Context: an optimization exercise on an open-source flow, tuned for small area. The choices shown serve that exercise and are no tape-out recipe.
At most, simulation tests tie the RTL to the original design; equivalence was not proved.
No functional check of the RTL was part of runs 1, 2 and 6.
Power is estimated from default activity; no workload was simulated.

<file path="flow/config.mk">
export PLATFORM = sky130hd
export DESIGN_NAME = ARM
export DESIGN_NICKNAME = ARM
export VERILOG_FILES = /design/flow/design.v
export SDC_FILE = /design/flow/constraint.sdc
export NUM_CORES = 4
export LEC_CHECK = 0
export ABC_AREA = 1
export CAP_MARGIN = 20
export CORE_MARGIN = 2
export CORE_UTILIZATION = 60
export CTS_BUF_LIST = sky130_fd_sc_hd__clkbuf_8
export CTS_CLUSTER_DIAMETER = 50
export CTS_CLUSTER_SIZE = 16
export PLACE_DENSITY = 0.75
export SLEW_MARGIN = 20
</file>
<file path="flow/constraint.sdc">
create_clock -name core_clock -period 12.0 [get_ports {clk}]
set_input_delay 2.4000 -clock core_clock [delete_from_list [all_inputs] [get_ports {clk}]]
set_output_delay 2.4000 -clock core_clock [all_outputs]
set_load 0.01 [all_outputs]
</file>
<file path="flow/design.v">
module ALU(input [7:0] a,b,
           input [3:0] op,          
           input cin,
           output reg [7:0] result,
           output cout,
           output [7:0] bx);
  wire sub = (op==4'b0010)|(op==4'b0110)|(op==4'b1010);
  assign bx = b ^ {8{sub}};
  wire [8:0] c;
  wire [7:0] sum;
  assign c[0] = cin;
  genvar i;
  generate for(i=0;i<8;i=i+1) begin : rc
    assign sum[i] = a[i] ^ bx[i] ^ c[i];
    assign c[i+1] = (a[i] & bx[i]) | (c[i] & (a[i] ^ bx[i]));
  end endgenerate
  assign cout = c[8];
  always@(*) begin
    case(op)
      4'b1101: result=b;
      4'b1111: result=~b;
      4'b0000,4'b1000: result=a&b;
      4'b1100: result=a|b;
      4'b0001: result=a^b;
      default: result=sum[7:0];
    endcase
  end
endmodule
module ARM(input clk,rst,
           output [31:0] imem_addr,
           input [31:0] imem_rdata,
           output [31:0] dmem_addr,dmem_wdata,
           output dmem_we,
           input [31:0] dmem_rdata);
  reg [1:0] ph;
  reg [3:0] icnt;                
  reg second, st_pend;
  reg [31:2] pc;
  reg N,Z,C,V;
  reg cy, zacc;
  reg pol;                       
  reg [31:0] line;
  reg [31:0] addr;
  wire last = (ph==2'd3);
  wire init = (icnt!=4'd15);
  wire first = ~init & ~second;
  wire [31:0] ins = imem_rdata;
  wire [1:0] mode = ins[27:26];
  wire I = ins[25];
  wire [3:0] opc = ins[24:21];
  wire S = ins[20];
  wire [3:0] Rn = ins[19:16];
  wire [3:0] Rd = ins[15:12];
  wire [11:0] op12 = ins[11:0];
  wire exec;
  ConditionCheck condition_check(.condition(ins[31:28]), .SR({N,Z,C,V}),
        .condition_check_result(exec));
  reg dp_ok, dp_wb, dp_flags;
  always@(*) begin
    dp_ok=1'b1; dp_wb=1'b1; dp_flags=S;
    case(opc)
      4'b1101,4'b1111,4'b0100,4'b0101,4'b0010,4'b0110,4'b0000,4'b1100,4'b0001: ;
      4'b1010,4'b1000: begin dp_wb=1'b0; dp_flags=1'b1; end
      default: begin dp_ok=1'b0; dp_wb=1'b0; dp_flags=1'b0; end
    endcase
  end
  wire dp = (mode==2'b00) & dp_ok;
  wire ldst = (mode==2'b01) & (opc==4'b0100);
  wire ld = ldst & S;
  wire st = ldst & ~S;
  wire br = (mode==2'b10);
  wire two_round = exec & (dp | ldst);
  wire stageA = first & exec & (dp | st);                   
  wire addr_round = (first & exec & ld) | (second & st);    
  wire exe_round = second & dp;                              
  wire wb_round = second & ld;                               
  wire [3:0] ra = stageA ? (st ? Rd : op12[3:0]) : Rn;
  wire [7:0] rdat;
  wire [7:0] res;
  wire [7:0] dslice = (ph==2'd0) ? dmem_rdata[7:0] :
                      (ph==2'd1) ? dmem_rdata[15:8] :
                      (ph==2'd2) ? dmem_rdata[23:16] : dmem_rdata[31:24];
  wire [7:0] wd = init ? ((ph==2'd0) ? {4'd0,icnt} : 8'd0) : (wb_round ? dslice : res);
  RegisterFile register_file(.clk(clk), .pol(pol),
        .we(init | (exe_round & dp_wb) | wb_round),
        .wa(init ? icnt : Rd),
        .wd(wd),
        .ra(ra),
        .rd(rdat));
  wire [7:0] streamA = (dp & I) ? ((ph==2'd0) ? op12[7:0] : 8'd0) : rdat;
  wire [4:0] amount = I ? {op12[11:8],1'b0} : (op12[4] ? 5'd0 : op12[11:7]);
  wire [1:0] kind = I ? 2'b11 : op12[6:5];
  wire [7:0] op2;
  Shifter shifter(.L(line), .ph(ph), .amount(amount), .kind(kind), .out(op2));
  wire [7:0] imm12 = (ph==2'd0) ? op12[7:0] :
                     (ph==2'd1) ? {{4{op12[11]}},op12[11:8]} : {8{op12[11]}};
  wire [3:0] aop = addr_round ? 4'b0100 : opc;
  wire usec = ~addr_round & ((opc==4'b0101)|(opc==4'b0110));
  wire subop = ~addr_round & ((opc==4'b0010)|(opc==4'b0110)|(opc==4'b1010));
  wire cin = (ph==2'd0) ? (usec ? C : subop) : cy;
  wire cout;
  wire [7:0] bx;
  ALU alu(.a(rdat), .b(addr_round ? imm12 : op2), .op(aop), .cin(cin),
        .result(res), .cout(cout), .bx(bx));
  wire arith = (opc==4'b0100)|(opc==4'b0101)|(opc==4'b0010)|(opc==4'b0110)|(opc==4'b1010);
  wire znow = ((ph==2'd0) | zacc) & (res==8'd0);
  always@(posedge clk) begin
    cy <= cout;
    zacc <= znow;
    line <= {stageA ? streamA : line[7:0], line[31:8]};
    if(addr_round)
      addr <= {res, addr[31:8]};
  end
  wire pc_step = last & ~init & (second | ~two_round);
  wire [29:0] bg = (pc_step & br & exec) ? {{6{ins[23]}},ins[23:0]} : 30'd0;
  wire [30:0] pcc;
  wire [29:0] pc_next;
  assign pcc[0] = pc_step;
  genvar gi;
  generate
    for(gi=0;gi<30;gi=gi+1) begin : pc_add
      assign pc_next[gi] = pc[gi+2] ^ bg[gi] ^ pcc[gi];
      assign pcc[gi+1] = (pc[gi+2] & bg[gi]) | (pcc[gi] & (pc[gi+2] ^ bg[gi]));
    end
  endgenerate
  always@(posedge clk,posedge rst) begin
    if(rst) begin
      ph <= 2'd0;
      pol <= 1'b0;
      icnt <= 4'd0;
      second <= 1'b0;
      st_pend <= 1'b0;
      pc <= 30'd0;
      {N,Z,C,V} <= 4'd0;
    end
    else begin
      ph <= ph + 2'd1;
      pol <= pol ^ last;
      pc <= pc_next;
      st_pend <= last & second & st;
      if(last) begin
        if(init)
          icnt <= icnt + 4'd1;
        second <= first & two_round;
        if(exe_round & dp_flags) begin
          N <= res[7];
          Z <= znow;
          if(arith) begin
            C <= cout ^ subop;
            V <= (rdat[7]==bx[7]) & (rdat[7]!=res[7]);
          end
        end
      end
    end
  end
  assign imem_addr = {pc,2'b00};
  assign dmem_addr = {addr[31:2],2'b00};
  assign dmem_wdata = line;
  assign dmem_we = st_pend;
endmodule
module ConditionCheck(input [3:0] condition,SR,
                      output reg condition_check_result);
  wire n,z,c,v;
  assign {n,z,c,v}=SR;
  always@(*)begin
    case(condition)
      4'd0: condition_check_result=z;
      4'd1: condition_check_result=!z;
      4'd2: condition_check_result=c;
      4'd3: condition_check_result=!c;
      4'd4: condition_check_result=n;
      4'd5: condition_check_result=!n;
      4'd6: condition_check_result=v;
      4'd7: condition_check_result=!v;
      4'd8: condition_check_result=c&!z;
      4'd9: condition_check_result=!c|z;
      4'd10: condition_check_result=(n==v);
      4'd11: condition_check_result=(n!=v);
      4'd12: condition_check_result=!z&(n==v);
      4'd13: condition_check_result=z|(n!=v);
      4'd14: condition_check_result=1'b1;
      default: condition_check_result=1'b0;
    endcase
  end
endmodule
module RegisterFile(input clk,
                    input pol,
                    input we,
                    input [3:0] wa,
                    input [7:0] wd,
                    input [3:0] ra,
                    output [7:0] rd);
  wire [7:0] low [0:15];
  wire [7:0] wdp = wd ^ {8{~pol}};
  genvar i;
  generate
    for(i=0;i<15;i=i+1) begin : r
      reg [31:0] q;
      wire wen = we && wa==i;
      always@(posedge clk)
        q <= {wen ? wdp : ~q[7:0], q[31:8]};
      assign low[i] = q[7:0];
    end
  endgenerate
  assign low[15] = {8{pol}};
  assign rd = low[ra] ^ {8{pol}};
endmodule
module Shifter(input [31:0] L,
               input [1:0] ph,
               input [4:0] amount,
               input [1:0] kind,           
               output [7:0] out);
  wire lsl = (kind==2'd0);
  wire [4:0] na = ~amount;
  wire [5:0] nc;
  wire [4:0] neg;
  assign nc[0] = 1'b1;
  genvar i;
  generate
    for(i=0;i<5;i=i+1) begin : ng
      assign neg[i] = na[i] ^ nc[i];
      assign nc[i+1] = na[i] & nc[i];
    end
  endgenerate
  wire [4:0] sr = lsl ? neg : amount;
  wire [22:0] t1;
  wire [14:0] t2;
  wire [10:0] t3;
  wire [8:0] t4;
  wire [7:0] rot;
  generate
    for(i=0;i<23;i=i+1) begin : s16
      assign t1[i] = sr[4] ? L[(i+16)%32] : L[i];
    end
    for(i=0;i<15;i=i+1) begin : s8
      assign t2[i] = sr[3] ? t1[i+8] : t1[i];
    end
    for(i=0;i<11;i=i+1) begin : s4
      assign t3[i] = sr[2] ? t2[i+4] : t2[i];
    end
    for(i=0;i<9;i=i+1) begin : s2
      assign t4[i] = sr[1] ? t3[i+2] : t3[i];
    end
    for(i=0;i<8;i=i+1) begin : s1
      assign rot[i] = sr[0] ? t4[i+1] : t4[i];
    end
  endgenerate
  wire [4:0] t = lsl ? amount : na;
  wire qgt = (ph > t[4:3]);
  wire qeq = (ph == t[4:3]);
  reg sign;
  always@(*) case(ph)
    2'd0: sign=L[31];
    2'd1: sign=L[23];
    2'd2: sign=L[15];
    default: sign=L[7];
  endcase
  generate
    for(i=0;i<8;i=i+1) begin : fill
      wire ge = qgt | (qeq & (i >= t[2:0]));
      wire le = ~qgt & (~qeq | (i <= t[2:0]));
      assign out[i] = (kind==2'd3) ? rot[i] :
                      lsl ? (ge & rot[i]) :
                      le ? rot[i] : (kind==2'd2 & sign);
    end
  endgenerate
endmodule
</file>
<file path="flow/flow/run.sh">
#!/bin/bash
# Standard layout (the standard.sh, with its standard synthesis) with three changes:
#  - after floorplanning, OpenROAD's restructure re-maps the combinational logic for area
#    (flow/restructure.tcl); registers are not touched
#  - the input and output ports get sky130_fd_sc_hd__buf_1 port buffers
#  - clock tree: clkbuf_8 buffers, no dummy loads
set -euo pipefail
export BUFFER_PORTS_ARGS="-buffer_cell sky130_fd_sc_hd__buf_1"
export CTS_ARGS="-sink_clustering_enable -repair_clock_nets -sink_clustering_size 16 -sink_clustering_max_diameter 50 -buf_list sky130_fd_sc_hd__clkbuf_8 -dont_use_dummy_load"
bash standard.sh floorplan > standard_floorplan.log 2>&1
RES=orfs/results/$FLOW_PLATFORM/ARM/base
cp $RES/2_floorplan.odb restructure_in.odb
python3 flow/filter_lib.py $FLOW_HOME/platforms/$FLOW_PLATFORM/lib/sky130_fd_sc_hd__tt_025C_1v80.lib restructure_lib.lib 'sky130_fd_sc_hd__lpflow_*' 'sky130_fd_sc_hd__probe*' > filter_lib.log 2>&1
openroad -no_init -exit flow/restructure.tcl > restructure.log 2>&1
bash standard.sh finish > standard_finish.log 2>&1
</file>
<file path="flow/flow/filter_lib.py">
# Copy a Liberty file without the cells matching the given name patterns (the platform's
# don't-use cells), so that restructure cannot pick them.
import fnmatch, re, sys
src, dst = sys.argv[1], sys.argv[2]
pats = sys.argv[3:]
text = open(src).read()
out = []
pos = 0
for m in re.finditer(r'\n\s*cell\s*\(\s*"?([A-Za-z0-9_]+)"?\s*\)\s*\{', text):
    if m.start() < pos:
        continue
    name = m.group(1)
    if not any(fnmatch.fnmatch(name, p) for p in pats):
        continue
    depth = 0
    i = text.index('{', m.start())
    while True:
        c = text[i]
        if c == '{':
            depth += 1
        elif c == '}':
            depth -= 1
            if depth == 0:
                break
        i += 1
    out.append(text[pos:m.start()])
    pos = i + 1
out.append(text[pos:])
open(dst, 'w').write(''.join(out))
</file>
<file path="flow/flow/restructure.tcl">
# Re-map the combinational logic of the floorplanned design for area with OpenROAD's
# restructure (ABC); flip-flops and ports stay as they are.
set res orfs/results/$::env(FLOW_PLATFORM)/ARM/base
set lib $::env(FLOW_HOME)/platforms/$::env(FLOW_PLATFORM)/lib/sky130_fd_sc_hd__tt_025C_1v80.lib
read_db restructure_in.odb
read_liberty $lib
# ABC maps onto a copy of the library without the don't-use cells (run.sh writes it)
set maplib restructure_lib.lib
read_sdc $res/2_floorplan.sdc
set_dont_use {sky130_fd_sc_hd__probe_p_8 sky130_fd_sc_hd__probec_p_8 sky130_fd_sc_hd__lpflow_*}
report_design_area
file mkdir rmp_work
restructure -target area -liberty_file $maplib -tielo_port sky130_fd_sc_hd__conb_1/LO -tiehi_port sky130_fd_sc_hd__conb_1/HI -work_dir rmp_work -abc_logfile rmp_work/abc.log
report_design_area
# refuse cells the platform marks don't-use
foreach inst [[ord::get_db_block] getInsts] {
  set m [[$inst getMaster] getName]
  if {[string match sky130_fd_sc_hd__lpflow_* $m] || [string match sky130_fd_sc_hd__probe* $m]} {
    error "restructure used don't-use cell $m"
  }
}
write_db $res/2_floorplan.odb
</file>
<file path="flow/standard.sh">
#!/bin/bash
# synth_recipe.tcl (not shown) runs the flow's synth.tcl, then flattens the netlist and writes it again
# the make line also repeats each setting of config.mk as NAME=value (left out here)
make -C /OpenROAD-flow-scripts/flow DESIGN_CONFIG=/design/flow/config.mk WORK_HOME=/design/flow/orfs CLKGATE_MAP_FILE= SYNTH_SCRIPT=/design/flow/synth_recipe.tcl "${@:-finish}"
</file>
==> results of run 1 <==
[cells in the final DEF, fill, tap and decap left out, drive strengths merged, types with 13 or more instances in the layout]
master	synthesis	layout
nor4	0	20
o32ai	0	22
xor2	14	22
a21oi	37	72
or2	48	19
a22oi	0	16
o22ai	7	134
clkbuf	25	48
o21ai	113	78
buf	53	233
nor3	5	13
nand2	498	51
dfxtp	514	514
edfxtp	30	30
clkinv	3	236
o22a	0	140
a2bb2oi	0	23
dfrtp	43	43
nor2	140	132
[layout make-up]
class                      count  area (um2)
inverter                     237         890
fill                        2718       12600
tap                          448         561
antenna                        1        2.50
clock buffer                  48         661
sequential                   587       12300
timing repair buffer         233        1160
multi-input combinational    860        5420
[cell families (layout without fill, tap and decap cells)]
logic type | Yosys count | after routing
buffers and inverters | 234 | 518
adder cells (fa/ha/maj) | 64 | 0
XOR/XNOR | 15 | 28
multiplexers | 2 | 0
AND/OR/NAND/NOR | 1049 | 282
AO/OA/AOI/OAI | 176 | 542
other | 1 | 9
flip-flops | 587 | 587
[layer usage]
| metal | up-vias | track usage | wire (um) | part of all wire |
|---|---|---|---|---|
| met5 | - | 0 | 0 | 0 |
| met4 | 0 | 0.139 | 2360 | 0.048 |
| met3 | 162 | 0.0449 | 3800 | 0.077 |
| met2 | 626 | 0.416 | 21700 | 0.44 |
| met1 | 6658 | 0.375 | 21300 | 0.43 |
| li1 | 6558 | - | - | - |
[sequential cells by signal, indices dropped and copies added (netlist names)]
signal             flops
C                      1
N                      1
V                      1
Z                      1
addr                  30
cy                     1
icnt                   4
line                  32
pc                    30
ph                     2
pol                    1
register_file.r.q    480
second                 1
st_pend                1
zacc                   1
[worst paths after layout]
| kind | to | slack, ns | start | cells after the start |
|---|---|---|---|---|
| max in group asynchronous | pc[12] | 9.36 | rst | 2 |
| worst min register to register | register_file.r[13].q[6] | 0.29 | register_file.r[13].q[14] | 0 |
| min in group asynchronous | pc[15] | 2.00 | rst | 2 |
| worst max register to register | pc[29] | 2.43 | ph[0] | 65 |
| worst min-delay path | register_file.r[13].q[6] | 0.29 | register_file.r[13].q[14] | 0 |
| worst max-delay path | pc[29] | 1.07 | imem_rdata[29] | 72 |
[power groups by stage]
stage	Clock, W	Sequential (W)	Combinational (W)
floorplan	0	0.00201	0.000152
global placement	0	0.00201	0.000225
detailed placement	0	0.00201	0.000230
CTS	0.000947	0.00197	0.000231
global route	0.00101	0.00197	0.000259
finish	0.000922	0.00197	0.000238
[critical path: cells and delay by family]
family,cells,cell delay [ns]
simple gates,28,2.14
buf+inv,15,1.99
xor+xnor,1,0.19
compound gates,28,4.62
[per-stage QoR]
| stage | setup TNS, ns | worst slack, ns |
|---|---|---|
| CTS | 0 | 0.0165 |
| floorplan | -4.19 | -1.44 |
| finish | 0 | 1.07 |
| global placement | -1.53 | -0.459 |
| global route | 0 | 0.0362 |
| detailed placement | -3.84 | -0.891 |
[timing repair]
item                                    CTS  global route
endpoints found under the setup margin    4             9
pin swaps                                 0             1
gates resized for setup                   5            27
==> impl_results.md, run 1 <==
- Initial Util: 0.609
- Final WL: between 40000 and 50000 um
- Number of remaining DRC errors: 0
- Simple-gate share of the synthesized area: 0.238
- Critical Path Max Stage Delay: 0.28 ns
- Sequential power share: 0.629
- Placed inst area: 0.0203 mm2
- Synth Warn #: 5
- RSZ-0062 raised after global routing: false
- Count leader, synth: dfxtp_1
- Most Frequent Cell on Critical Path: o21ai_1
- Final Setup Violations: 0
- Hold_ws: a little under 0.3 ns
- Post-synth EDFFs: 30
- I/O Pins: between 150 and 200
- Vias per cell: 5.80
- CP Launch Type: primary input
- Initial DRC count: 1411
- CTS hold repair buffers: 0
- Relative slew slack: 0.332
- Power after layout: 0.00313 W
- Post-CTS Setup Bufs: 0
- Non-filler instance count after layout: ~2400
- Share of the synthesized area in the top cell type: 0.504
- Maximum clock rate: around 0.091 GHz
- Final Critical Period: approximately 11 ns
- Total clock buffers created by CTS: 48
- Number of global-route vias before repair: ~13000
- Net Sw Frac: 0.230
- Ys flop type: dfxtp_1
- Clk root buf: clkbuf_8
- Hold Path Class: reg -> reg
- CP Max Fanout: 3
- Via count: ~14000
- Clock network fraction of total power: 0.295
- Largest family of logic cells by synthesized area: simple AND/OR/NAND/NOR gates
- Layout net count: around 2000
- Synthesized flop and latch total: 587
- P_leak: between 7 and 8 nW
- Die Ht: about 190 um
- Yosys top cell by area: dfxtp_1
- GRT Overall Usage: 0.272
- Final ANT Viol Nets: 0
- Dpl hpwl: 35400 um
- Post-synthesis compound-gate area fraction: 0.0471
- Post-DR wirelength/cell: ~20 um
- Reg clk slew, reported paths: approximately 0.08 ns
- Post-Synth XOR/XNOR Area: 0.00644
- Maximum capacitance violations: 0
- Distinct cells, synth: 44
- Psw: 0.000719 W
- Max Root-Sink Buffers: 3
- CTS tree: built
- Worst Tran Pin Value: approximately 1 ns
- WP data arrival: 11.41 ns
- Layout area overhead: 2.65%
- Largest net degree at the start of global routing: 44
- Worst path required time: around 12 ns
- Post-Synthesis Cells: roughly 2100
- Die width: about 190 um
- Final instance area: between 0.02 and 0.025 mm2
- Core Util, Final: 0.625
- Crit. End Element: flip-flop
- P_int: approximately 0.0024 W
- Critical path type: in -> reg
- TritonRoute pass-1 iters: 7
- Register area share after synthesis: 0.601
- PortBufs: between 150 and 200
- Die ar.: 0.0355 mm2
- Final hold violations: 0
- Synthesized cell area: roughly 0.02 mm2
- Synth top cells by count: 514 x dfxtp_1, 456 x nand2_1, 318 x nand3_1
- Core box area: around 0.034 mm2
- Final worst-path cycle share: 0.911
- Post-placement cell count: 2365
- Clock latency (worst-skew pair): between 0.6 and 0.7 ns
- Initial antenna violation count: 1
- # rows: 67
- Mux cell area share after synthesis: 0.00110
- CTS HTree Levels: 2
- Status: finished clean
- Post-Synth Adder-Cell Area: 0.0528
- Area contributors post-synth: dfxtp_1 50%, nand2_1 8.4%, nand3_1 7.8%
- Fraction of layout cells with a size suffix above 1: 0.0682
- Gpl congestion: just under 1
- PwrDens: ~150 mW/mm2
- Gr ovfl total: 0
- Max VDD drop: around 0.14 mV
- Clk sink count: roughly 600
- Slowest cell on crit path: a222oi_1
- First-pass GRT wire length: 74200 um
- Syn_area_per_cell: ~9.6 um2
- FFs w/ async S/R, synth: 0.0733
- Gate power share: 0.076
- Max Slew Vio Count: 0
- Post-route clock skew: about 0.08 ns
==> run 2, diff against run 1 <==
--- a/flow/design.v
+++ b/flow/design.v
@@ -40,3 +40,2 @@
   reg cy, zacc;
-  reg pol;                       
   reg [31:0] line;
@@ -83,3 +82,3 @@
   wire [7:0] wd = init ? ((ph==2'd0) ? {4'd0,icnt} : 8'd0) : (wb_round ? dslice : res);
-  RegisterFile register_file(.clk(clk), .pol(pol),
+  RegisterFile register_file(.clk(clk),
         .we(init | (exe_round & dp_wb) | wb_round),
@@ -113,7 +112,9 @@
   end
-  wire pc_step = last & ~init & (second | ~two_round);
-  wire [29:0] bg = (pc_step & br & exec) ? {{6{ins[23]}},ins[23:0]} : 30'd0;
-  wire [30:0] pcc;
+  wire lastrnd = ~init & (second | ~two_round);     
+  wire pc_step = last & lastrnd;
+  wire [29:0] boff = (br & exec) ? {{6{ins[23]}},ins[23:0]} : 30'd0;
+  wire [29:0] bg = pc_step ? boff : 30'd0;
+  reg c10, c20;
+  wire [30:0] pcc, shc;
   wire [29:0] pc_next;
-  assign pcc[0] = pc_step;
   genvar gi;
@@ -121,6 +122,15 @@
     for(gi=0;gi<30;gi=gi+1) begin : pc_add
-      assign pc_next[gi] = pc[gi+2] ^ bg[gi] ^ pcc[gi];
-      assign pcc[gi+1] = (pc[gi+2] & bg[gi]) | (pcc[gi] & (pc[gi+2] ^ bg[gi]));
+      wire ci = (gi==0) ? pc_step : (gi==10) ? (pc_step & c10) : (gi==20) ? (pc_step & c20) : pcc[gi];
+      assign pc_next[gi] = pc[gi+2] ^ bg[gi] ^ ci;
+      assign pcc[gi+1] = (pc[gi+2] & bg[gi]) | (ci & (pc[gi+2] ^ bg[gi]));
+    end
+    for(gi=0;gi<20;gi=gi+1) begin : pc_carry
+      wire ci = (gi==0) ? 1'b1 : (gi==10) ? c10 : shc[gi];
+      assign shc[gi+1] = (pc[gi+2] & boff[gi]) | (ci & (pc[gi+2] | boff[gi]));
     end
   endgenerate
+  always@(posedge clk) begin
+    c10 <= shc[10];
+    c20 <= shc[20];
+  end
   always@(posedge clk,posedge rst) begin
@@ -128,3 +138,2 @@
       ph <= 2'd0;
-      pol <= 1'b0;
       icnt <= 4'd0;
@@ -137,3 +146,2 @@
       ph <= ph + 2'd1;
-      pol <= pol ^ last;
       pc <= pc_next;
@@ -186,3 +194,2 @@
 module RegisterFile(input clk,
-                    input pol,
                     input we,
@@ -191,5 +198,4 @@
                     input [3:0] ra,
-                    output [7:0] rd);
+                    output reg [7:0] rd);
   wire [7:0] low [0:15];
-  wire [7:0] wdp = wd ^ {8{~pol}};
   genvar i;
@@ -200,3 +206,3 @@
       always@(posedge clk)
-        q <= {wen ? wdp : ~q[7:0], q[31:8]};
+        q <= {wen ? wd : q[7:0], q[31:8]};
       assign low[i] = q[7:0];
@@ -204,4 +210,4 @@
   endgenerate
-  assign low[15] = {8{pol}};
-  assign rd = low[ra] ^ {8{pol}};
+  assign low[15] = 8'd0;
+  always@(*) rd = low[ra];
 endmodule
@@ -215,3 +221,3 @@
   wire [5:0] nc;
-  wire [4:0] neg;
+  wire [4:0] neg;                          
   assign nc[0] = 1'b1;
@@ -225,43 +231,35 @@
   wire [4:0] sr = lsl ? neg : amount;
-  wire [22:0] t1;
-  wire [14:0] t2;
-  wire [10:0] t3;
-  wire [8:0] t4;
-  wire [7:0] rot;
-  generate
-    for(i=0;i<23;i=i+1) begin : s16
-      assign t1[i] = sr[4] ? L[(i+16)%32] : L[i];
-    end
-    for(i=0;i<15;i=i+1) begin : s8
-      assign t2[i] = sr[3] ? t1[i+8] : t1[i];
-    end
-    for(i=0;i<11;i=i+1) begin : s4
-      assign t3[i] = sr[2] ? t2[i+4] : t2[i];
-    end
-    for(i=0;i<9;i=i+1) begin : s2
-      assign t4[i] = sr[1] ? t3[i+2] : t3[i];
-    end
-    for(i=0;i<8;i=i+1) begin : s1
-      assign rot[i] = sr[0] ? t4[i+1] : t4[i];
-    end
-  endgenerate
-  wire [4:0] t = lsl ? amount : na;
-  wire qgt = (ph > t[4:3]);
-  wire qeq = (ph == t[4:3]);
+  wire [1:0] a = sr[4:3];
+  wire [1:0] a1 = a + 2'd1;
+  reg [7:0] sa;
+  reg [6:0] sb;
   reg sign;
-  always@(*) case(ph)
-    2'd0: sign=L[31];
-    2'd1: sign=L[23];
-    2'd2: sign=L[15];
-    default: sign=L[7];
-  endcase
-  generate
-    for(i=0;i<8;i=i+1) begin : fill
-      wire ge = qgt | (qeq & (i >= t[2:0]));
-      wire le = ~qgt & (~qeq | (i <= t[2:0]));
-      assign out[i] = (kind==2'd3) ? rot[i] :
-                      lsl ? (ge & rot[i]) :
-                      le ? rot[i] : (kind==2'd2 & sign);
-    end
-  endgenerate
-endmodule
+  always@(*) begin
+    case(a)
+      2'd0: sa=L[7:0];
+      2'd1: sa=L[15:8];
+      2'd2: sa=L[23:16];
+      default: sa=L[31:24];
+    endcase
+    case(a1)
+      2'd0: sb=L[6:0];
+      2'd1: sb=L[14:8];
+      2'd2: sb=L[22:16];
+      default: sb=L[30:24];
+    endcase
+    case(ph)                               
+      2'd0: sign=L[31];
+      2'd1: sign=L[23];
+      2'd2: sign=L[15];
+      default: sign=L[7];
+    endcase
+  end
+  wire [2:0] u = {1'b0,ph} + {1'b0,a};
+  wire filling = (kind!=2'd3) & (amount!=5'd0);
+  wire va = ~filling | (lsl ? u[2] : ~u[2]);
+  wire vb = ~filling | (lsl ? (u[2] | (u[1]&u[0])) : (~u[2] & ~(u[1]&u[0])));
+  wire f = (kind==2'd2) & sign;
+  wire [14:0] w = {vb ? sb : {7{f}}, va ? sa : {8{f}}};
+  wire [14:0] ws = w >> sr[2:0];
+  assign out = ws[7:0];
+endmodule
==> run 2 against run 1 <==
  * Synthesized area fell by 0.95%
  * Non-clock buffer count fell by 56
  * Die area fell by 0.93%
  * Combinational power fell by 32%
  * Critical path depth fell by 36
  * Critical endpoint is now register_file.r[10].q[31]
  * Still clean
==> impl_results.md, run 2 <==
- Final Critical Period: between 10 and 15 ns
- CP Launch Type: primary input
- Critical path type: in -> reg
- Critical Path Max Stage Delay: 0.83 ns
- Count leader, synth: nand2_1
- Hold path endpoint: register_file.r[0].q[15]
- Reg2reg end: register_file.r[10].q[31]
- Number of flip-flops in the largest register: 480
- Die Ht: 188 um
- Maximum clock rate: 0.0950 GHz
- Post-Synthesis Cells: 2174
- Final ANT Viol Nets: 0
- Syn_area_per_cell: roughly 9.3 um2
- FFs w/ async S/R, synth: 0.0714
- Relative slew slack: 0.307
- Area contributors post-synth: dfxtp_1 51%, nand2_1 12%, dfrtp_1 5.2%
- Clk sink count: just under 600
- Synth top cells by count: 636 x nand2_1, 516 x dfxtp_1, 171 x inv_1
- TritonRoute pass-1 iters: 6
- Gr ovfl total: 0
- PwrDens: about 150 mW/mm2
- Number of remaining DRC errors: 0
- Clock latency (worst-skew pair): ~0.67 ns
- Synth Warn #: 5
- Most frequent cells in the layout: 516 x dfxtp_1, 168 x clkinv_1, 158 x buf_1
- Hold Path Class: reg -> reg
- Max Root-Sink Buffers: 3
- Core box area: roughly 0.033 mm2
- Via count: 13700
- CP Max Fanout: 15
- R2R cell count: 34
- Reg clk slew, reported paths: approximately 0.10 ns
- Maximum capacitance violations: 0
- # rows: 67
- Post-DR wirelength/cell: 21.1 um
- Worst Tran Pin Value: approximately 1.0 ns
- Reg2reg start: icnt[0]
- CTS HTree Levels: 2
- Gpl congestion: 0.978
- Layout net count: just under 2000
- Fraction of layout cells with a size suffix above 1: 0.0374
- Synthesized flop and latch total: ~600
- First-pass GRT wire length: between 70000 and 80000 um
- Final Setup Violations: 0
- Ys flop type: dfxtp_1
- Die width: around 190 um
- CTS tree: built
- Placed inst area: between 0.015 and 0.02 mm2
- P_leak: around 7.4 nW
- Cts repair resizes: 0
- Final worst-path cycle share: 0.877
- Yosys top cell by area: dfxtp_1
- RSZ-0062 raised after global routing: false
- Number of global-route vias before repair: around 13000
- ANT cells: 0
- Vias per cell: about 6
- Worst path required time: between 10 and 15 ns
- Slowest cell on crit path: nor3_1
- Top Registers: register_file.r.q x480, line x32
- Status: finished clean
- Register area share after synthesis: 0.608
- Post-route clock skew: between 0.1 and 0.15 ns
- Synthesized cell area: 0.0202 mm2
- Largest Register: register_file.r.q
- Initial DRC count: approximately 1300
- Total clock buffers created by CTS: a little under 50
- Final hold violations: 0
- Setup slack, reg-to-reg: 2.86 ns
- Hold path startpoint: register_file.r[0].q[23]
- GRT Overall Usage: 0.273
- Dpl hpwl: 35300 um
- Crit. End Element: flip-flop
- Post-CTS Setup Bufs: 0
- I/O Pins: around 160
- Initial antenna violation count: 0
- Final WL: 48900 um
- WP data arrival: between 10 and 15 ns
- Initial Util: 0.606
- Max VDD drop: between 0.1 and 0.15 mV
- Distinct cells, synth: 54
- Commonest non-fill, non-tap cell in the layout: dfxtp_1
- Layout area overhead: 0.0807%
- Clk root buf: clkbuf_8
- Worst hold stages: 0
- Most Frequent Cell on Critical Path: clkinv_1
- Share of the synthesized area in the top cell type: 0.511
- CTS hold repair buffers: 0
- Setup TNS: 0 ns
- Hold_ws: between 0.2 and 0.3 ns
- Die ar.: between 0.03 and 0.04 mm2
- Final instance area: between 0.02 and 0.025 mm2
- Max Slew Vio Count: 0
- Largest net degree at the start of global routing: 43
- Post-synth EDFFs: 30
- PortBufs: around 160
-- run 2: cell count changes in the layout (fill, tap and decap cells not counted), moves of 39 or more --
cell and delta:
clkinv_1 -68, buf_4 -56, o21ai_0 +54, o22a_1 -46, nand2_1 +40, o22ai_1 -39
-- run 2: kinds of logic (layout without fill, tap and decap cells) --
| kind of cell | Yosys count | count (layout) | share of synthesized area |
|---|---|---|---|
| AND/OR/NAND/NOR | 1054 | 335 | 0.225 |
| buffers and inverters | 256 | 395 | 0.0522 |
| XOR/XNOR | 17 | 13 | 0.00736 |
| other | 1 | 8 | 0.000185 |
| multiplexers | 1 | 0 | 0.000557 |
| flip-flops | 588 | 588 | 0.608 |
| adder cells (fa/ha/maj) | 63 | 0 | 0.0524 |
| AO/OA/AOI/OAI | 194 | 532 | 0.0548 |
-- run 2: area by class of cell --
type	instances	area (um2)
Fill cell	2763	13100
Clock buffer	49	674
Inverter	169	634
Sequential cell	588	12300
Multi-Input combinational cell	888	5350
Timing Repair Buffer	177	736
Tap cell	448	561
-- run 2: report_power, final --
group          switching, W  internal [W]
clock              0.000576      0.000364
combinational      0.000111     0.0000507
sequential       0.00000300       0.00197
-- run 2: how the worst max path moves through the flow --
stage | start | end | slack (ns)
2_1_floorplan | imem_rdata[7] | register_file.r[8].q[31] | 2.16
3_3_place_gp | imem_rdata[23] | register_file.r[6].q[31] | 1.51
3_5_place_dp | imem_rdata[23] | register_file.r[14].q[31] | 1.28
4_1_cts | imem_rdata[23] | register_file.r[10].q[31] | 1.90
5_1_grt | imem_rdata[4] | register_file.r[10].q[31] | 0.78
6_report | imem_rdata[23] | register_file.r[10].q[31] | 1.47
-- run 2: critical path: cells and delay by family --
family,cells,cell delay (ns)
buffers and inverters,14,2.86
AO/OA/AOI/OAI,15,3.84
AND/OR/NAND/NOR,7,1.97
-- run 2: through the flow --
stage / util / cells / power [W] / worst slack [ns]
3_5_place_dp: 0.586 / 2270 / 0.00217 / 1.28
5_1_grt: 0.606 / 2319 / 0.00319 / 0.779
3_3_place_gp: 0.586 / 2270 / 0.00217 / 1.51
6_report: 0.606 / 2319 / 0.00308 / 1.47
4_1_cts: 0.606 / 2319 / 0.00309 / 1.90
2_1_floorplan: - / 2177 / 0.00214 / 2.16
-- run 2: routing by layer --
layer	vias to the layer above	global-route usage	share of wire
met5	-	0	0
met4	0	0.125	0.044
met3	130	0.0459	0.069
met2	637	0.453	0.46
met1	6574	0.353	0.42
li1	6353	-	-
==> run 3, diff against run 2 <==
--- a/flow/design.v
+++ b/flow/design.v
@@ -6,12 +6,16 @@
            output [7:0] bx);
-  wire sub = (op==4'b0010)|(op==4'b0110)|(op==4'b1010);
+  wire mov = (op==4'b1101)|(op==4'b1111);
+  wire sub = (op==4'b0010)|(op==4'b0110)|(op==4'b1010)|(op==4'b1111);
+  wire [7:0] ax = mov ? 8'd0 : a;
   assign bx = b ^ {8{sub}};
+  wire [7:0] p = ax ^ bx;
+  wire [7:0] g = ax & bx;
   wire [8:0] c;
-  wire [7:0] sum;
   assign c[0] = cin;
   genvar i;
-  generate for(i=0;i<8;i=i+1) begin : rc
-    assign sum[i] = a[i] ^ bx[i] ^ c[i];
-    assign c[i+1] = (a[i] & bx[i]) | (c[i] & (a[i] ^ bx[i]));
-  end endgenerate
+  generate
+    for(i=0;i<8;i=i+1) begin : rc
+      assign c[i+1] = g[i] | (p[i] & c[i]);
+    end
+  endgenerate
   assign cout = c[8];
@@ -19,8 +23,6 @@
     case(op)
-      4'b1101: result=b;
-      4'b1111: result=~b;
-      4'b0000,4'b1000: result=a&b;
-      4'b1100: result=a|b;
-      4'b0001: result=a^b;
-      default: result=sum[7:0];
+      4'b0000,4'b1000: result=g;
+      4'b1100: result=p|g;
+      4'b0001: result=p;
+      default: result=p^c[7:0];
     endcase
@@ -78,5 +80,4 @@
   wire [7:0] res;
-  wire [7:0] dslice = (ph==2'd0) ? dmem_rdata[7:0] :
-                      (ph==2'd1) ? dmem_rdata[15:8] :
-                      (ph==2'd2) ? dmem_rdata[23:16] : dmem_rdata[31:24];
+  wire ld_take = wb_round & (ph==2'd0);
+  wire [7:0] dslice = (ph==2'd0) ? dmem_rdata[7:0] : line[7:0];
   wire [7:0] wd = init ? ((ph==2'd0) ? {4'd0,icnt} : 8'd0) : (wb_round ? dslice : res);
@@ -108,5 +109,7 @@
     zacc <= znow;
-    line <= {stageA ? streamA : line[7:0], line[31:8]};
-    if(addr_round)
-      addr <= {res, addr[31:8]};
+    if(ld_take)
+      line <= {dmem_rdata[7:0], dmem_rdata[31:8]};
+    else
+      line <= {stageA ? streamA : line[7:0], line[31:8]};
+    addr <= {res, addr[31:8]};
   end
--- a/flow/config.mk
+++ b/flow/config.mk
@@ -14,2 +14,3 @@
 export CTS_CLUSTER_SIZE = 16
+export GPL_TIMING_DRIVEN = 0
 export PLACE_DENSITY = 0.75
==> run 3 against run 2 <==
  * Sequential power hardly changed
  * Sequential cell count stayed put
  * Die area is 2.3% lower
  * Total power is 1.4% higher
  * Global-route usage is 0.90 points lower
  * Sequential share of layout area is 0.64 points lower
  * Critical endpoint is now register_file.r[13].q[31]
  * Largest cell class unchanged
  * Critical path depth is 1 lower
  * Synthesized cell count is 1.8% lower
  * Wire length is 7.0% lower
  * First-iteration DRC count is 2.1% lower
  * Non-clock buffer count is 7 lower
==> impl_results.md, run 3 <==
- P_leak: about 7.4 nW
- Area contributors post-synth: dfxtp_1 55%, nand2_1 9.9%, nand3_1 5.3%
- CTS HTree Levels: 2
- Layout net count: approximately 1900
- Critical path type: in -> reg
- Net Sw Frac: 0.227
- Synthesized flop and latch total: between 500 and 600
- Die Ht: ~190 um
- Final WL: about 45000 um
- Layout area overhead: 1.05%
- Slowest cell on crit path: a2111oi_1
- Largest net degree at the start of global routing: 39
- Max VDD drop: around 0.14 mV
- Register area share after synthesis: 0.607
- Gr ovfl total: 0
- Delay-heaviest family, CP: compound AO/OA/AOI/OAI gates
- Synth Warn #: 5
- Gate power share: 0.060
- Post-route clock skew: roughly 0.086 ns
- I/O Pins: approximately 160
- Most Frequent Cell on Critical Path: clkinv_1
- PortBufs: about 160
- Fraction of layout cells with a size suffix above 1: 0.0370
- Via count: ~13000
- Max Slew Vio Count: 0
- Number of flip-flops in the largest register: 480
- Status: finished clean
- Post-DR wirelength/cell: 19.7 um
- CP Max Fanout: 12
- Yosys top cell by area: dfxtp_1
- CTS tree: built
- Clk sink count: roughly 590
- Synthesized cell area: 0.0197 mm2
- Most frequent cells in the layout: 546 x dfxtp_1, 161 x buf_1, 154 x nor2_1
- Post-synth EDFFs: 0
- Syn_area_per_cell: around 9.2 um2
- Psw: about 0.00071 W
- Die width: approximately 190 um
- Vias per cell: 5.74
- Number of remaining DRC errors: 0
- Distinct cells, synth: 52
- Clock network fraction of total power: 0.301
- Crit. End Element: flip-flop
- Post-Synthesis Cells: roughly 2100
- Dpl hpwl: between 30000 and 40000 um
- Setup TNS: 0 ns
- Total clock buffers created by CTS: 50
- TritonRoute pass-1 iters: 7
- Core box area: 0.0325 mm2
- Max Root-Sink Buffers: 3
- Die ar.: roughly 0.034 mm2
- P_int: ~0.0024 W
- Final worst-path cycle share: 0.929
- Gpl congestion: 0.947
- Sequential power share: 0.639
- Final instance area: between 0.015 and 0.02 mm2
- Clock latency (worst-skew pair): about 0.62 ns
- CTS hold repair buffers: 0
- Final Setup Violations: 0
- Placed inst area: roughly 0.019 mm2
- ANT cells: 0
- Hold Path Class: reg -> reg
- Critical Path Max Stage Delay: approximately 0.60 ns
- Top Registers: register_file.r.q x480, line x32
- GRT Overall Usage: 0.265
- Maximum capacitance violations: 0
- Hold_ws: 0.279 ns
- CP Launch Type: primary input
- Initial Util: 0.608
- Initial DRC count: between 1000 and 1500
- Final ANT Viol Nets: 0
- Clk root buf: clkbuf_8
- Number of global-route vias before repair: approximately 13000
- Final Critical Period: approximately 11 ns
- Initial antenna violation count: 0
- Final hold violations: 0
- First-pass GRT wire length: between 60000 and 70000 um
- Reg clk slew, reported paths: roughly 0.09 ns
- Relative slew slack: 0.290
- Ys flop type: dfxtp_1
- WP data arrival: roughly 12 ns
- PwrDens: roughly 160 mW/mm2
- RSZ-0062 raised after global routing: false
- Worst path required time: 12.51 ns
- Worst Tran Pin Value: around 1.1 ns
- Largest Register: register_file.r.q
- FFs w/ async S/R, synth: 0.0714
- Maximum clock rate: 0.0897 GHz
- Share of the synthesized area in the top cell type: 0.554
- Count leader, synth: dfxtp_1
- Commonest non-fill, non-tap cell in the layout: dfxtp_1
- # rows: 66
- Synth top cells by count: 546 x dfxtp_1, 521 x nand2_1, 211 x nand3_1
- Buf/Inv on CP: 9
run 3: cell count changes after synthesis, sizes merged, moves of 7 or more:
cell and delta:
nand3 +43, dfxtp +30, xor2 -7, edfxtp -30
nand2 -131, nand4 +7, nor3 -8, clkbuf +16
o21ai +43, or2 -12, a21oi +7
run 3: worst paths after layout:
check	start	endpoint	slack [ns]	cells past startpoint
hold / removal	register_file.r[4].q[14]	register_file.r[4].q[6]	0.28	0
setup / recovery	imem_rdata[7]	register_file.r[13].q[31]	0.85	35
setup reg to reg	icnt[1]	register_file.r[13].q[31]	2.41	34
max in group asynchronous	rst	icnt[0]	9.86	3
min in group asynchronous	rst	pc[16]	1.61	2
hold reg to reg	register_file.r[4].q[14]	register_file.r[4].q[6]	0.28	0
run 3: cells by family after synthesis:
logic type	Yosys count	synth area share
simple gates	950	0.208
flops	588	0.607
buf+inv	271	0.0563
compound gates	253	0.0712
fa+ha+maj	62	0.0530
xor+xnor	10	0.00444
other cells	1	0.000190
run 3: stage by stage:
stage / setup slack, ns / utilization / std cells / power, W
global route: 0.241 / 0.615 / 2308 / 0.00324
global placement: -1.46 / 0.588 / 2249 / 0.00222
detailed placement: -0.521 / 0.592 / 2255 / 0.00222
finish: 0.848 / 0.615 / 2308 / 0.00312
CTS: 0.0632 / 0.613 / 2305 / 0.00314
floorplan: 1.96 / - / 2138 / 0.00222
run 3: layer usage:
metal	vias up	global-route usage	wire length [um]
met5	-	0	0
li1	6292	-	-
met4	0	0.111	1780
met1	6275	0.338	19400
met3	114	0.0401	3010
met2	557	0.448	21300
run 3: power by group through the flow:
stage / combinational, W / sequential, W / clock (W)
floorplan: 0.000149 / 0.00207 / 0
global placement: 0.000179 / 0.00204 / 0
detailed placement: 0.000182 / 0.00204 / 0
CTS: 0.000183 / 0.00199 / 0.000964
global route: 0.000207 / 0.00200 / 0.00104
finish: 0.000189 / 0.00199 / 0.000937
run 3: final cells by class:
class | count | area [um2]
well taps | 442 | 553
flip-flops and latches | 588 | 12000
multi-input cells | 908 | 5430
clock buffers | 50 | 688
plain buffers | 3 | 11.3
repair buffers | 167 | 716
fillers | 2687 | 12500
inverters | 150 | 568
run 3: repair_timing:
item / in CTS / in global routing
gates resized for setup: 0 / 3
setup endpoints to repair: 0 / 16
hold endpoints to repair: 0 / 0
setup buffers: 0 / 3
==> run 4, diff against run 3 <==
--- a/flow/design.v
+++ b/flow/design.v
@@ -37,3 +37,3 @@
   reg [1:0] ph;
-  reg [3:0] icnt;                
+  reg init;                      
   reg second, st_pend;
@@ -45,3 +45,2 @@
   wire last = (ph==2'd3);
-  wire init = (icnt!=4'd15);
   wire first = ~init & ~second;
@@ -82,6 +81,7 @@
   wire [7:0] dslice = (ph==2'd0) ? dmem_rdata[7:0] : line[7:0];
-  wire [7:0] wd = init ? ((ph==2'd0) ? {4'd0,icnt} : 8'd0) : (wb_round ? dslice : res);
+  wire [7:0] wd = wb_round ? dslice : res;
   RegisterFile register_file(.clk(clk),
-        .we(init | (exe_round & dp_wb) | wb_round),
-        .wa(init ? icnt : Rd),
+        .ph(ph), .init(init),
+        .we((exe_round & dp_wb) | wb_round),
+        .wa(Rd),
         .wd(wd),
@@ -141,3 +141,3 @@
       ph <= 2'd0;
-      icnt <= 4'd0;
+      init <= 1'b1;
       second <= 1'b0;
@@ -152,4 +152,3 @@
       if(last) begin
-        if(init)
-          icnt <= icnt + 4'd1;
+        init <= 1'b0;
         second <= first & two_round;
@@ -197,2 +196,4 @@
 module RegisterFile(input clk,
+                    input [1:0] ph,
+                    input init,
                     input we,
@@ -207,5 +208,8 @@
       reg [31:0] q;
-      wire wen = we && wa==i;
+      wire wen = init | (we && wa==i);
+      wire [3:0] iv = i;
+      wire [7:0] wdi = {wd[7:4] & {4{~init}},
+                        init ? ({4{ph==2'd0}} & iv) : wd[3:0]};
       always@(posedge clk)
-        q <= {wen ? wd : q[7:0], q[31:8]};
+        q <= {wen ? wdi : q[7:0], q[31:8]};
       assign low[i] = q[7:0];
==> run 4 against run 3 <==
  * Clock skew down 0.00060 ns
  * Setup slack got worse by 0.043 ns
  * Final area decreased by 1.5%
  * Clock power decreased by 2.2%
  * Register-to-register slack lost 0.04 ns
  * Combinational power rose to 4.0 times the previous value
  * Final cell count up 0.26%
  * Sequential share of layout area up 0.52 points
==> impl_results.md, run 4 <==
- Final worst-path cycle share: 0.933
- Synth top cells by count: 562 x nand2_1, 546 x dfxtp_1, 183 x inv_1
- ANT cells: 0
- Gate power share: 0.191
- Maximum clock rate: 0.0893 GHz
- Clk sink count: around 590
- Top Registers: register_file.r.q x480, line x32
- Largest Register: register_file.r.q
- Most frequent cells in the layout: 546 x dfxtp_1, 191 x clkinv_1, 160 x buf_1
- Final WL: around 47000 um
- Critical Path Max Stage Delay: around 0.57 ns
- Die Ht: between 150 and 200 um
- Reg clk slew, reported paths: about 0.1 ns
- Power after layout: 0.00396 W
- Final hold violations: 0
- Area contributors post-synth: dfxtp_1 56%, nand2_1 11%, dfrtp_1 4.9%
- Hold path endpoint: register_file.r[13].q[6]
- Number of remaining DRC errors: 0
- Post-route clock skew: approximately 0.085 ns
- Placed inst area: 0.0190 mm2
- Synthesized cell area: just under 0.02 mm2
- Final Setup Violations: 0
- Dpl hpwl: around 34000 um
- First-pass GRT wire length: approximately 70000 um
- CP Max Fanout: 16
- Slowest cell on crit path: clkinvlp_4
- Buf/Inv on CP: 7
- Maximum capacitance violations: 0
- Via count: 13400
- Status: finished clean
- FFs w/ async S/R, synth: 0.0667
- CTS HTree Levels: 2
- Core box area: roughly 0.032 mm2
- Synthesized flop and latch total: a little under 600
- PnR worst setup slack: about 0.80 ns
- Yosys top cell by area: dfxtp_1
- I/O Pins: between 150 and 200
- Total clock buffers created by CTS: 47
- Initial Util: 0.613
- Max Slew Vio Count: 0
- Final Critical Period: about 11 ns
- Hold path startpoint: register_file.r[13].q[14]
- Net Sw Frac: 0.305
- Reg2reg start: N
- Initial antenna violation count: 0
- P_leak: approximately 7.4 nW
- Synth Warn #: 5
- Max VDD drop: 0.149 mV
- Distinct cells, synth: 51
- Hold Path Class: reg -> reg
- Delay-heaviest family, CP: compound AO/OA/AOI/OAI gates
- CP Launch Type: primary input
- Final instance area: between 0.015 and 0.02 mm2
- Final ANT Viol Nets: 0
- Clk root buf: clkbuf_8
- Largest net degree at the start of global routing: 40
- GRT Overall Usage: 0.275
- Commonest non-fill, non-tap cell in the layout: dfxtp_1
- R2R cell count: 36
- Most Frequent Cell on Critical Path: o21ai_0
- Worst hold stages: 0
- Post-CTS Setup Bufs: 0
- PortBufs: about 160
- Initial DRC count: 1391
- WP data arrival: ~12 ns
- # rows: 65
- Register area share after synthesis: 0.611
- Clock latency (worst-skew pair): between 0.6 and 0.7 ns
- Layout net count: approximately 2000
- Syn_area_per_cell: between 9 and 10 um2
- Relative slew slack: 0.192
- PwrDens: 202 mW/mm2
- Worst path required time: around 12 ns
- Gpl congestion: just over 0.9
- Setup slack, reg-to-reg: ~2.4 ns
- Post-synth EDFFs: 0
- Share of the synthesized area in the top cell type: 0.561
- Number of global-route vias before repair: approximately 12000
- Layout area overhead: 0.925%
- Sequential power share: 0.578
- Vias per cell: between 5 and 6
- Ys flop type: dfxtp_1
- Crit. End Element: flip-flop
- RSZ-0062 raised after global routing: false
- Psw: 0.00121 W
- Count leader, synth: nand2_1
- Max Root-Sink Buffers: 3
- Gr ovfl total: 0
- CTS tree: built
- Fraction of layout cells with a size suffix above 1: 0.0346
- TritonRoute pass-1 iters: 7
- Worst Tran Pin Value: 1.20 ns
- Critical path type: in -> reg
- Reg2reg end: register_file.r[1].q[31]
- Post-placement cell count: around 2300
- Die width: 184 um
- Number of flip-flops in the largest register: between 400 and 500
- Non-filler instance count after layout: between 2000 and 2500
- Die ar.: ~0.034 mm2
- Post-DR wirelength/cell: about 20 um
- Clock network fraction of total power: 0.231
- P_int: between 0.002 and 0.003 W
- Post-Synthesis Cells: between 2000 and 2500
- DP Worst Slack: -0.0764 ns
==> run 4: changes by cell type after synthesis, moves of 6 or more <==
cell	change
nand3_1	-61
nand2_1	+41
a31oi_1	+20
o21ai_0	-16
buf_2	-12
nor2_1	-12
inv_2	+8
inv_1	-6
o2111ai_1	+6
o221ai_1	-6
o22ai_1	-6
==> run 4: metrics by stage <==
step,utilization,TNS (ns),hold slack (ns)
floorplan,-,0,0.310
global placement,0.595,-3.94,0.310
detailed placement,0.597,-0.245,0.312
CTS,0.618,0,0.274
global route,0.618,0,0.275
finish,0.618,0,0.283
==> run 4: how the worst max path moves through the flow <==
| stage | startpoint | to | cells after the start | slack, ns |
|---|---|---|---|---|
| after floorplan | imem_rdata[25] | Z | 42 | 1.76 |
| after global placement | imem_rdata[7] | register_file.r[10].q[31] | 33 | -0.34 |
| after detailed placement | imem_rdata[21] | register_file.r[1].q[31] | 33 | -0.08 |
| after CTS | imem_rdata[21] | register_file.r[1].q[31] | 33 | 0.52 |
| after global routing | imem_rdata[31] | register_file.r[1].q[31] | 34 | 0.25 |
| final | imem_rdata[31] | register_file.r[1].q[31] | 35 | 0.80 |
==> run 4: metal layers <==
metal / track usage / share of wire
met1: 0.394 / 0.45
met3: 0.0533 / 0.086
met2: 0.427 / 0.44
met4: 0.0778 / 0.025
met5: 0 / 0
==> run 4: power by group through the flow <==
stage,Combinational [W],Sequential [W],Clock (W)
finish,0.000755,0.00229,0.000916
global route,0.000821,0.00232,0.00101
CTS,0.000748,0.00229,0.000936
detailed placement,0.000745,0.00234,0
global placement,0.000733,0.00232,0
floorplan,0.000326,0.00228,0
==> run 4: cells by family (layout without fill, tap and decap cells) <==
kind of cell    after synthesis  count (layout)  share of synthesized area
other cells                   1               8                   0.000193
mux                           2               1                    0.00116
compound gates              252             538                     0.0714
simple gates                936             327                      0.206
xor+xnor                      9              18                    0.00405
flops                       585             585                      0.611
buf+inv                     259             402                     0.0538
fa+ha+maj                    60               0                     0.0524
==> run 4: final cells by class <==
| cell class | count | area, um2 |
|---|---|---|
| repair buffers | 160 | 606 |
| multi-input cells | 892 | 5220 |
| clock buffers | 47 | 647 |
| inverters | 193 | 729 |
| well taps | 435 | 544 |
| plain buffers | 2 | 7.51 |
| flip-flops and latches | 585 | 11900 |
| fillers | 2622 | 12100 |
==> run 4: timing repair <==
action | 4_1_cts | 5_1_grt
gates resized for setup | 0 | 2
endpoints found under the setup margin | 0 | 11
hold buffers | 0 | 0
==> run 4: worst register-to-register path, delay by kind of cell (launching register included) <==
| kind | cells | cell delay [ns] |
|---|---|---|
| DFF | 1 | 0.35 |
| and+or+nand+nor | 7 | 1.24 |
| buffers and inverters | 7 | 1.82 |
| AOI/OAI and AO/OA | 21 | 5.92 |
| xor gates and xnor gates | 1 | 0.16 |
==> run 5, diff against run 4 <==
--- a/flow/flow/run.sh
+++ b/flow/flow/run.sh
@@ -5,6 +5,6 @@
 #  - the input and output ports get sky130_fd_sc_hd__buf_1 port buffers
-#  - clock tree: clkbuf_8 buffers, no dummy loads
+#  - clock tree: clkbuf_4 buffers, no dummy loads
 set -euo pipefail
 export BUFFER_PORTS_ARGS="-buffer_cell sky130_fd_sc_hd__buf_1"
-export CTS_ARGS="-sink_clustering_enable -repair_clock_nets -sink_clustering_size 16 -sink_clustering_max_diameter 50 -buf_list sky130_fd_sc_hd__clkbuf_8 -dont_use_dummy_load"
+export CTS_ARGS="-sink_clustering_enable -repair_clock_nets -sink_clustering_size 10 -sink_clustering_max_diameter 40 -buf_list sky130_fd_sc_hd__clkbuf_4 -dont_use_dummy_load"
 bash standard.sh floorplan > standard_floorplan.log 2>&1
--- a/flow/config.mk
+++ b/flow/config.mk
@@ -11,5 +11,2 @@
 export CORE_UTILIZATION = 60
-export CTS_BUF_LIST = sky130_fd_sc_hd__clkbuf_8
-export CTS_CLUSTER_DIAMETER = 50
-export CTS_CLUSTER_SIZE = 16
 export GPL_TIMING_DRIVEN = 0
==> run 5 against run 4 <==
  * Sequential share of layout area grew 0.30 points
  * Combinational power barely moved
  * Clock power is 7.0% lower
  * First-iteration DRC count increased by 16%
  * Critical endpoint is now register_file.r[10].q[31]
  * Largest power group unchanged
==> impl_results.md, run 5 <==
- Status: finished clean
- PwrDens: around 200 mW/mm2
- Max Slew Vio Count: 0
- Mux cell area share after synthesis: 0.00116
- Number of remaining DRC errors: 0
- Synth top cells by count: 562 x nand2_1, 546 x dfxtp_1, 183 x inv_1
- Hold Path Class: reg -> reg
- Final WL: roughly 47000 um
- Post-route clock skew: roughly 0.11 ns
- Share of the synthesized area in the top cell type: 0.561
- Reg2reg start: N
- CP Launch Type: primary input
- Largest family of logic cells by synthesized area: simple AND/OR/NAND/NOR gates
- Slowest cell on crit path: a21o_1
- Gpl congestion: between 0.9 and 1
- Total clock buffers created by CTS: 73
- Final Critical Period: approximately 11 ns
- Post-DR wirelength/cell: 20.3 um
- Clk sink count: slightly below 600
- Die ar.: 0.0339 mm2
- Critical Path Max Stage Delay: around 0.66 ns
- TritonRoute pass-1 iters: 7
- Top Registers: register_file.r.q x480, line x32
- Fraction of layout cells with a size suffix above 1: 0.0472
- Post-synth EDFFs: 0
- Max Root-Sink Buffers: 3
- Final instance area: 0.0196 mm2
- Max VDD drop: 0.128 mV
- Via count: approximately 14000
- CP Max Fanout: 16
- Most Frequent Cell on Critical Path: o21ai_0
- Number of flip-flops in the largest register: 480
- P_leak: approximately 7.4 nW
- Largest net degree at the start of global routing: 40
- RSZ-0062 raised after global routing: false
- Simple-gate share of the synthesized area: 0.206
- Relative slew slack: 0.181
- WP data arrival: ~12 ns
- Most frequent cells in the layout: 546 x dfxtp_1, 191 x clkinv_1, 160 x buf_1
- FFs w/ async S/R, synth: 0.0667
- Clock latency (worst-skew pair): between 0.7 and 0.8 ns
- # rows: 65
- Yosys top cell by area: dfxtp_1
- Initial antenna violation count: 1
- Die width: about 180 um
- Layout net count: between 1500 and 2000
- Post-Synthesis Cells: around 2100
- Gr ovfl total: 0
- Dpl hpwl: approximately 34000 um
- Fillers: 2637
- GRT Overall Usage: 0.279
- Worst Tran Pin Value: approximately 1.2 ns
- Count leader, synth: nand2_1
- Final Setup Violations: 0
- Vias per cell: about 5.8
- Area of the multi-input gates: around 0.0052 mm2
- Worst path required time: between 10 and 15 ns
- Ys flop type: dfxtp_1
- Area contributors post-synth: dfxtp_1 56%, nand2_1 11%, dfrtp_1 4.9%
- Synthesized cell area: 0.0195 mm2
- PortBufs: between 150 and 200
- Post-Synth Adder-Cell Area: 0.0524
- Final ANT Viol Nets: 0
- I/O Pins: 163
- Maximum clock rate: between 0.08 and 0.09 GHz
- Synth Warn #: 5
- Largest Register: register_file.r.q
- Placed inst area: 0.0190 mm2
- First-pass GRT wire length: 72000 um
- Register area share after synthesis: 0.611
- Clk root buf: clkbuf_4
- Core box area: between 0.03 and 0.04 mm2
- Reg clk slew, reported paths: roughly 0.10 ns
- Critical path type: in -> reg
- Commonest non-fill, non-tap cell in the layout: dfxtp_1
- Number of global-route vias before repair: 12700
- Hold path endpoint: register_file.r[7].q[19]
- Initial Util: 0.613
- Register area: approximately 0.012 mm2
- CTS tree: built
- Distinct cells, synth: about 50
- Final worst-path cycle share: 0.940
- Crit. End Element: flip-flop
- Initial DRC count: approximately 1600
- Maximum capacitance violations: 0
- Hold path startpoint: register_file.r[7].q[27]
- CTS HTree Levels: 3
- Syn_area_per_cell: approximately 9 um2
- Worst hold stages: 0
- Final hold violations: 0
- Synthesized flop and latch total: 585
- Reg2reg end: register_file.r[10].q[31]
- Setup slack, reg-to-reg: 2.20 ns
- Die Ht: about 180 um
- Layout area overhead: 0.424%
- Setup TNS: 0 ns
- R2R cell count: 36
- Post-Synth XOR/XNOR Area: 0.00405
- Post-synthesis compound-gate area fraction: 0.0714
==> run 5: cell types whose count changed in the layout (fill, tap and decap cells not counted) <==
cell,delta
clkbuf_4,+73
a21o_2,-1
clkbuf_8,-47
diode_2,+1
a21o_1,+1
==> run 5: critical path: cells and delay by family <==
kind / cells / cell delay, ns
AO/OA/AOI/OAI: 19 / 5.84
buffers and inverters: 7 / 1.89
AND/OR/NAND/NOR: 7 / 1.49
XOR/XNOR: 1 / 0.16
==> run 5: power breakdown <==
group	internal [W]	leakage (nW)	total (W)	switching (W)
Combinational	0.000250	2.07	0.000757	0.000508
Clock	0.000281	0.336	0.000852	0.000572
Sequential	0.00215	4.95	0.00229	0.000140
Total	0.00268	7.36	0.00390	0.00122
==> run 5: cell families (layout without fill, tap and decap cells) <==
family	count (synthesis)	after routing
fa+ha+maj	60	0
compound gates	252	538
flops	585	585
buf+inv	259	428
mux	2	1
simple gates	936	327
xor+xnor	9	18
other cells	1	9
==> run 5: repair_timing <==
| action | in CTS | in global routing |
|---|---|---|
| endpoints found under the setup margin | 0 | 1 |
| resized for setup | 0 | 1 |
| hold buffers | 0 | 0 |
| setup buffers | 0 | 0 |
==> run 5: final cells by class <==
cell class                      count  area share
Tap cell                          435      0.0278
Inverter                          193      0.0373
Antenna cell                        1    0.000128
Timing Repair Buffer              160      0.0310
Multi-Input combinational cell    892       0.267
Sequential cell                   585       0.609
Buffer                              2    0.000384
Clock buffer                       73      0.0280
==> run 5: worst max path at each step <==
| stage | start | end | slack, ns |
|---|---|---|---|
| after floorplan | imem_rdata[25] | Z | 1.76 |
| after CTS | imem_rdata[21] | register_file.r[10].q[31] | 0.65 |
| final | imem_rdata[31] | register_file.r[10].q[31] | 0.72 |
| after global placement | imem_rdata[7] | register_file.r[10].q[31] | -0.34 |
| after global routing | imem_rdata[31] | register_file.r[10].q[31] | 0.11 |
| after detailed placement | imem_rdata[21] | register_file.r[1].q[31] | -0.08 |
==> run 5: routing by layer <==
| metal | GRT usage | share of wire | vias to the layer above |
|---|---|---|---|
| met3 | 0.0571 | 0.093 | 88 |
| met4 | 0.0944 | 0.025 | 0 |
| met5 | 0 | 0 | - |
| met1 | 0.397 | 0.44 | 6449 |
| li1 | - | - | 6385 |
| met2 | 0.426 | 0.44 | 669 |
==> run 5: stage by stage <==
step,std cells,hold slack [ns],total power (W),setup slack [ns],utilization
after detailed placement,2267,0.312,0.00308,-0.0764,0.597
after floorplan,2107,0.310,0.00261,1.76,-
after CTS,2340,0.288,0.00392,0.653,0.615
after global placement,2265,0.310,0.00306,-0.344,0.595
final,2341,0.287,0.00390,0.723,0.615
after global routing,2341,0.283,0.00410,0.111,0.615
==> run 6, diff against run 5 <==
--- a/flow/design.v
+++ b/flow/design.v
@@ -119,4 +119,5 @@
   wire [29:0] bg = pc_step ? boff : 30'd0;
-  reg c10, c20;
-  wire [30:0] pcc, shc;
+  reg c15;
+  wire [30:0] pcc;
+  wire [15:0] shc;
   wire [29:0] pc_next;
@@ -125,3 +126,3 @@
     for(gi=0;gi<30;gi=gi+1) begin : pc_add
-      wire ci = (gi==0) ? pc_step : (gi==10) ? (pc_step & c10) : (gi==20) ? (pc_step & c20) : pcc[gi];
+      wire ci = (gi==0) ? pc_step : (gi==15) ? (pc_step & c15) : pcc[gi];
       assign pc_next[gi] = pc[gi+2] ^ bg[gi] ^ ci;
@@ -129,4 +130,4 @@
     end
-    for(gi=0;gi<20;gi=gi+1) begin : pc_carry
-      wire ci = (gi==0) ? 1'b1 : (gi==10) ? c10 : shc[gi];
+    for(gi=0;gi<15;gi=gi+1) begin : pc_carry
+      wire ci = (gi==0) ? 1'b1 : shc[gi];
       assign shc[gi+1] = (pc[gi+2] & boff[gi]) | (ci & (pc[gi+2] | boff[gi]));
@@ -134,6 +135,4 @@
   endgenerate
-  always@(posedge clk) begin
-    c10 <= shc[10];
-    c20 <= shc[20];
-  end
+  always@(posedge clk)
+    c15 <= shc[15];
   always@(posedge clk,posedge rst) begin
==> run 6 against run 5 <==
  * Synthesized cell count decreased by 10%
  * Total power is 1.6% higher
  * Die area shrank 3.9%
  * Highest routed layer unchanged
  * Synthesized area is 4.0% lower
  * Still clean
  * Combinational power increased by 4.1%
  * Worst hold slack improved by 0.0016 ns
  * Critical path depth fell by 1
  * Via count is 0.67% lower
==> impl_results.md, run 6 <==
- Status: finished clean
- Max VDD drop: 0.113 mV
- Worst path required time: 12.53 ns
- Share of the synthesized area in the top cell type: 0.583
- Final worst-path cycle share: 0.934
- Initial Util: 0.610
- Total clock buffers created by CTS: 74
- CTS hold repair buffers: 0
- Critical path type: in -> reg
- Relative slew slack: 0.175
- Post-DR wirelength/cell: between 20 and 25 um
- I/O Pins: 163
- Reg clk slew, reported paths: 0.09 ns
- Vias per cell: 5.85
- Sequential power share: 0.584
- Die ar.: 0.0326 mm2
- # rows: 64
- Synth top cells by count: 545 x dfxtp_1, 432 x nand2_1, 171 x o21ai_0
- Reg2reg start: V
- Clock latency (worst-skew pair): around 0.77 ns
- P_leak: ~7.3 nW
- Post-CTS Setup Bufs: 0
- Critical Path Max Stage Delay: 0.73 ns
- Die Ht: around 180 um
- Top Registers: register_file.r.q x480, line x32
- Gpl congestion: 0.950
- Final ANT Viol Nets: 0
- Psw: between 0.001 and 0.0015 W
- Via count: roughly 14000
- Dpl hpwl: between 30000 and 40000 um
- Layout area overhead: 4.34%
- Slowest cell on crit path: nor2_1
- P_int: ~0.0027 W
- Core box area: 0.0307 mm2
- Largest Register: register_file.r.q
- Max Root-Sink Buffers: 3
- Power after layout: 0.00396 W
- PortBufs: 158
- Post-Synthesis Cells: between 1500 and 2000
- Reg2reg end: register_file.r[2].q[30]
- Final WL: 46100 um
- Maximum capacitance violations: 0
- RSZ-0062 raised after global routing: false
- Number of remaining DRC errors: 0
- Final Setup Violations: 0
- Initial DRC count: 1402
- Synth Warn #: 5
- Clk sink count: ~580
- Most Frequent Cell on Critical Path: nor2_1
- CP Max Fanout: 15
- Synthesized cell area: approximately 0.019 mm2
- Net Sw Frac: 0.315
- Cts repair resizes: 0
- CTS HTree Levels: 3
- Crit. End Element: flip-flop
- Gate power share: 0.199
- CP Launch Type: primary input
- Count leader, synth: dfxtp_1
- Commonest non-fill, non-tap cell in the layout: dfxtp_1
- TritonRoute pass-1 iters: 9
- Synthesized flop and latch total: roughly 580
- Area contributors post-synth: dfxtp_1 58%, nand2_1 8.7%, dfrtp_1 5.1%
- Die width: 181 um
- Fraction of layout cells with a size suffix above 1: 0.0440
- FFs w/ async S/R, synth: 0.0668
- Gr ovfl total: 0
- Syn_area_per_cell: roughly 9.9 um2
- Setup slack, reg-to-reg: around 3.2 ns
- Setup crit end: register_file.r[2].q[30]
- Layout net count: about 2000
- Hold Path Class: reg -> reg
- PwrDens: ~200 mW/mm2
- Max Slew Vio Count: 0
- Worst Tran Pin Value: 1.22 ns
- Initial antenna violation count: 1
- R2R cell count: 32
- Setup TNS: 0 ns
- Largest net degree at the start of global routing: 33
- Distinct cells, synth: 53
- Final hold violations: 0
- Worst Setup SP: imem_rdata[23]
- First-pass GRT wire length: a little over 70000 um
- Post-synth EDFFs: 0
- GRT Overall Usage: 0.281
- Final Critical Period: approximately 11 ns
- Ys flop type: dfxtp_1
- CTS tree: built
- Number of global-route vias before repair: ~13000
- Maximum clock rate: 0.0892 GHz
- Clock network fraction of total power: 0.217
- Clk root buf: clkbuf_4
- Most frequent cells in the layout: 545 x dfxtp_1, 188 x clkinv_1, 167 x o21ai_0
- Post-route clock skew: 0.121 ns
- Register area share after synthesis: 0.636
- Yosys top cell by area: dfxtp_1
- Number of flip-flops in the largest register: 480
- WP data arrival: around 12 ns
run 6: how the worst min path moves through the flow:
stage | endpoint | from | depth (start not counted)
3_3_place_gp | register_file.r[6].q[2] | register_file.r[6].q[10] | 0
4_1_cts | register_file.r[10].q[19] | register_file.r[10].q[27] | 0
3_5_place_dp | register_file.r[4].q[3] | register_file.r[4].q[11] | 0
6_report | register_file.r[1].q[3] | register_file.r[1].q[11] | 0
5_1_grt | register_file.r[10].q[19] | register_file.r[10].q[27] | 0
2_1_floorplan | register_file.r[0].q[0] | register_file.r[0].q[8] | 0
run 6: cell type report:
class                      count  area [um2]
buffer                         2        7.51
multi-input combinational    899        5200
timing repair buffer         161         648
inverter                     189         711
clock buffer                  74         556
sequential                   584       11900
antenna                        1        2.50
tap                          396         495
fill                        2527       11200
run 6: cell families after synthesis:
family | count (synthesis) | synth area share
other | 1 | 0.000201
AOI/OAI and AO/OA | 333 | 0.105
xor gates and xnor gates | 14 | 0.00656
adders and majority gates | 61 | 0.0557
muxes | 5 | 0.00281
and+or+nand+nor | 666 | 0.147
DFF | 584 | 0.636
buffers and inverters | 229 | 0.0474
run 6: layer usage:
layer  wire (um)  track usage  vias up
met5           0            0        -
met3        3670       0.0505      142
met4        1860        0.116        0
met1       19300        0.368     6300
li1            -            -     6386
met2       21300        0.462      672
run 6: through the flow:
stage          setup WS (ns)  instance area, um2  hold WS, ns  instances  utilization
2_1_floorplan           2.14               18700        0.310       1896            -
3_3_place_gp          -0.584               18900        0.310       2228        0.615
3_5_place_dp          -0.253               18900        0.312       2230        0.617
4_1_cts                0.458               19500        0.279       2304        0.635
5_1_grt                0.152               19500        0.274       2306        0.636
6_report               0.789               19500        0.289       2306        0.636
run 6: critical path: cells and delay by family:
| kind | cells | cell delay, ns |
|---|---|---|
| AND/OR/NAND/NOR | 12 | 2.83 |
| buffers and inverters | 8 | 2.52 |
| XOR/XNOR | 1 | 0.15 |
| AO/OA/AOI/OAI | 12 | 3.82 |
run 6: power groups by stage:
stage / clock network, W / logic (W) / registers (W)
final: 0.000859 / 0.000788 / 0.00232
after global routing: 0.000960 / 0.000848 / 0.00235
after CTS: 0.000880 / 0.000780 / 0.00232
after detailed placement: 0 / 0.000777 / 0.00236
after global placement: 0 / 0.000767 / 0.00235
after floorplan: 0 / 0.000315 / 0.00229
